This is an optimization exercise on Yosys and OpenROAD, whose aim is small area, not a production implementation.
The RTL was checked by simulation tests, not by an equivalence proof against the original design.

## top_gray_sobel
module top_gray_sobel (
        input logic    clk_i,
        input logic    nreset_i,
        input logic    [1:0] select_i,
        input logic    finish_i,
        input logic    start_i,
        input logic    [MAX_PIXEL_BITS-1:0] in_pixel_i,
        output logic   [MAX_PIXEL_BITS-1:0] out_pixel_o,
        output logic   px_ready_sobel_o
    );
==> flow/config.mk <==
export PLATFORM = sky130hd
export DESIGN_NAME = top_gray_sobel
export DESIGN_NICKNAME = top_gray_sobel
export VERILOG_FILES = /design/flow/design.v
export SDC_FILE = /design/flow/constraint.sdc
export NUM_CORES = 4
export LEC_CHECK = 0
export CAP_MARGIN = 20
export CORE_AREA = 5 5 115 115
export CTS_BUF_LIST = sky130_fd_sc_hd__clkbuf_4 sky130_fd_sc_hd__clkbuf_8
export DIE_AREA = 0 0 120 120
export SLEW_MARGIN = 20
export SYNTH_HIERARCHICAL = 1
export SYNTH_MINIMUM_KEEP_SIZE = 0
==> flow/constraint.sdc <==
create_clock -name core_clock -period 10.0 [get_ports {clk_i}]
set_input_delay 2.0000 -clock core_clock [delete_from_list [all_inputs] [get_ports {clk_i}]]
set_output_delay 2.0000 -clock core_clock [all_outputs]
set_load 0.01 [all_outputs]
standard.sh (not shown) runs the stock make flow with config.mk's settings and CLKGATE_MAP_FILE= SYNTH_SCRIPT=/design/flow/synth_recipe.tcl, a recipe that flattens the netlist after the stock synthesis.
==> flow/flow/run.sh <==
#!/bin/bash
# The standard layout (standard.sh: the standard flow's synthesis and ORFS flow), with
#  - port buffers of the smallest buffer cell instead of the default choice,
#  - clock tree synthesis without dummy loads at the tree's leaves.
# Each tool's full output goes to a log of its own under orfs/logs; make's
# output goes to flow_make.log here.
set -euo pipefail
export BUFFER_PORTS_ARGS="-buffer_cell sky130_fd_sc_hd__buf_1"
export CTS_ARGS="-sink_clustering_enable -repair_clock_nets -dont_use_dummy_load -buf_list {sky130_fd_sc_hd__clkbuf_4 sky130_fd_sc_hd__clkbuf_8}"
bash standard.sh > flow_make.log 2>&1
==> next run, changes <==
--- a/flow/design.v
+++ b/flow/design.v
@@ -92,33 +92,34 @@
     assign gray_sum[5] = gs35;
     logic gs37, gs38;
     fa gsu38 (.a(px_q[9]), .b(gs22), .c(gs36), .s(gs37), .co(gs38));
     assign gray_sum[6] = gs37;
     assign gray_sum[7] = gs38;
     assign gray = gray_valid_q ? gray_sum : 8'd0;
     localparam logic [3:0] S_IDLE = 4'd0;
-    localparam logic [3:0] S_F1   = 4'd1;
-    localparam logic [3:0] S_F2   = 4'd2;
-    localparam logic [3:0] S_F3   = 4'd3;
-    localparam logic [3:0] S_F4   = 4'd4;
-    localparam logic [3:0] S_F5   = 4'd5;
+    localparam logic [3:0] S_F1   = 4'd8;
+    localparam logic [3:0] S_F2   = 4'd4;
+    localparam logic [3:0] S_F3   = 4'd12;
+    localparam logic [3:0] S_F4   = 4'd2;
+    localparam logic [3:0] S_F5   = 4'd10;
     localparam logic [3:0] S_F6   = 4'd6;
-    localparam logic [3:0] S_F7   = 4'd7;
-    localparam logic [3:0] S_F8   = 4'd8;
+    localparam logic [3:0] S_F7   = 4'd14;
+    localparam logic [3:0] S_F8   = 4'd1;
     localparam logic [3:0] S_F9   = 4'd9;
-    localparam logic [3:0] S_WAIT = 4'd10;
-    localparam logic [3:0] S_N1   = 4'd11;
-    localparam logic [3:0] S_N2   = 4'd12;
-    localparam logic [3:0] S_N3   = 4'd13;
-    localparam logic [3:0] S_N0   = 4'd14;
+    localparam logic [3:0] S_WAIT = 4'd5;
+    localparam logic [3:0] S_N1   = 4'd13;
+    localparam logic [3:0] S_N2   = 4'd3;
+    localparam logic [3:0] S_N3   = 4'd11;
+    localparam logic [3:0] S_N0   = 4'd7;
     logic start_sobel;
     logic [7:0] in_gray_n;             
     logic [3:0] st_q, st_nx;
     logic result, show, second;
-    logic [7:0] w1, w2, w3, w4, w5, w6, w7, w8, p2_n;
+    logic [7:0] w2, w3, w4, w5, w6, w7, w8, p2_n;
+    logic p2_ok;
     logic [7:0] op_p0, op_p1, op_p2, op_n0, op_n1, op_n2;
     logic [10:0] s_sum;
     logic [3:0] q;
     logic neg, sat, sat_q, q_gt;
     logic [6:0] mag, mag_q;
     logic [6:0] low_or;
     logic [7:0] sobel;
@@ -152,30 +153,34 @@
             default: st_nx = S_IDLE;
         endcase
     end
     assign show   = (st_q == S_WAIT) | (st_q == S_N0);
     assign second = (st_q == S_F9) | (st_q == S_N3);
     always_ff @(posedge clk_i or negedge nreset_i) begin
         if (!nreset_i) begin
-            st_q <= S_IDLE;
-            p2_n <= '1;
+            st_q  <= S_IDLE;
+            p2_ok <= 1'b0;
         end else begin
-            st_q <= st_nx;
-            if (result) p2_n <= in_gray_n;
+            st_q  <= st_nx;
+            if (result) p2_ok <= 1'b1;
         end
     end
     always_ff @(posedge clk_i) begin
+        if (result) p2_n <= in_gray_n;
+    end
+    always_ff @(posedge clk_i) begin
+        w2 <= w3;
         if (!show) begin
-            w1 <= w2; w2 <= w3; w3 <= w4; w4 <= w5;
-            w5 <= w6; w6 <= w7; w7 <= w8; w8 <= in_gray_n;
+            w3 <= w4; w4 <= w5; w5 <= w6;
+            w6 <= w7; w7 <= w8; w8 <= in_gray_n;
         end
     end
     assign op_p0 = ~w7;
     assign op_p1 = second ? ~w4 : ~in_gray_n;
-    assign op_p2 = second ? ~w8 : ~p2_n;
+    assign op_p2 = second ? ~w8 : p2_ok ? ~p2_n : 8'd0;
     assign op_n0 = w2;
     assign op_n1 = w3;
     assign op_n2 = second ? w6 : w5;
     logic ss1, ss2;
     fa ssu2 (.a(op_p0[0]), .b(op_p2[0]), .c(op_n0[0]), .s(ss1), .co(ss2));
     logic ss3, ss4;
     assign ss3 = ~(op_n1[0] ^ op_n2[0]);
After rerunning: The new run ran to the end with no violations; worst setup slack loses 0.19 ns; clock skew stays flat; global-route usage stays flat; non-clock buffer count falls by 1; sequential share of layout area grows by 0.52 points.

## re-timing with driven ports
In the flow no input, the clock included, has a driving cell. The finished layouts below were timed again as built, in two steps.
Step 1 (the two cells are an assumption about what drives the block):
set clk [get_ports {clk_i}]
set_driving_cell -lib_cell sky130_fd_sc_hd__clkbuf_16 $clk
set_driving_cell -lib_cell sky130_fd_sc_hd__buf_2 [delete_from_list [all_inputs] $clk]
Step 2 times the ports against the registers' clock, not the clock port: input delays grow and output delays shrink by t, the midpoint of the rising clock arrivals with the driver on.
a / b / c = ideal / step 1 / step 2; a / b = the first two.
run | t, ns | setup WS [ns] | cell pins on the clock port's net
the first run | 0.383 | 2.256 / 2.268 / 1.885 | 1
the second run | 0.385 | 2.071 / 2.082 / 1.697 | 1
After both steps setup and hold are still met in every run listed. The setup slack of the second run, which loses most, moves by +0.011 ns with the drivers and by -0.374 ns with both steps.
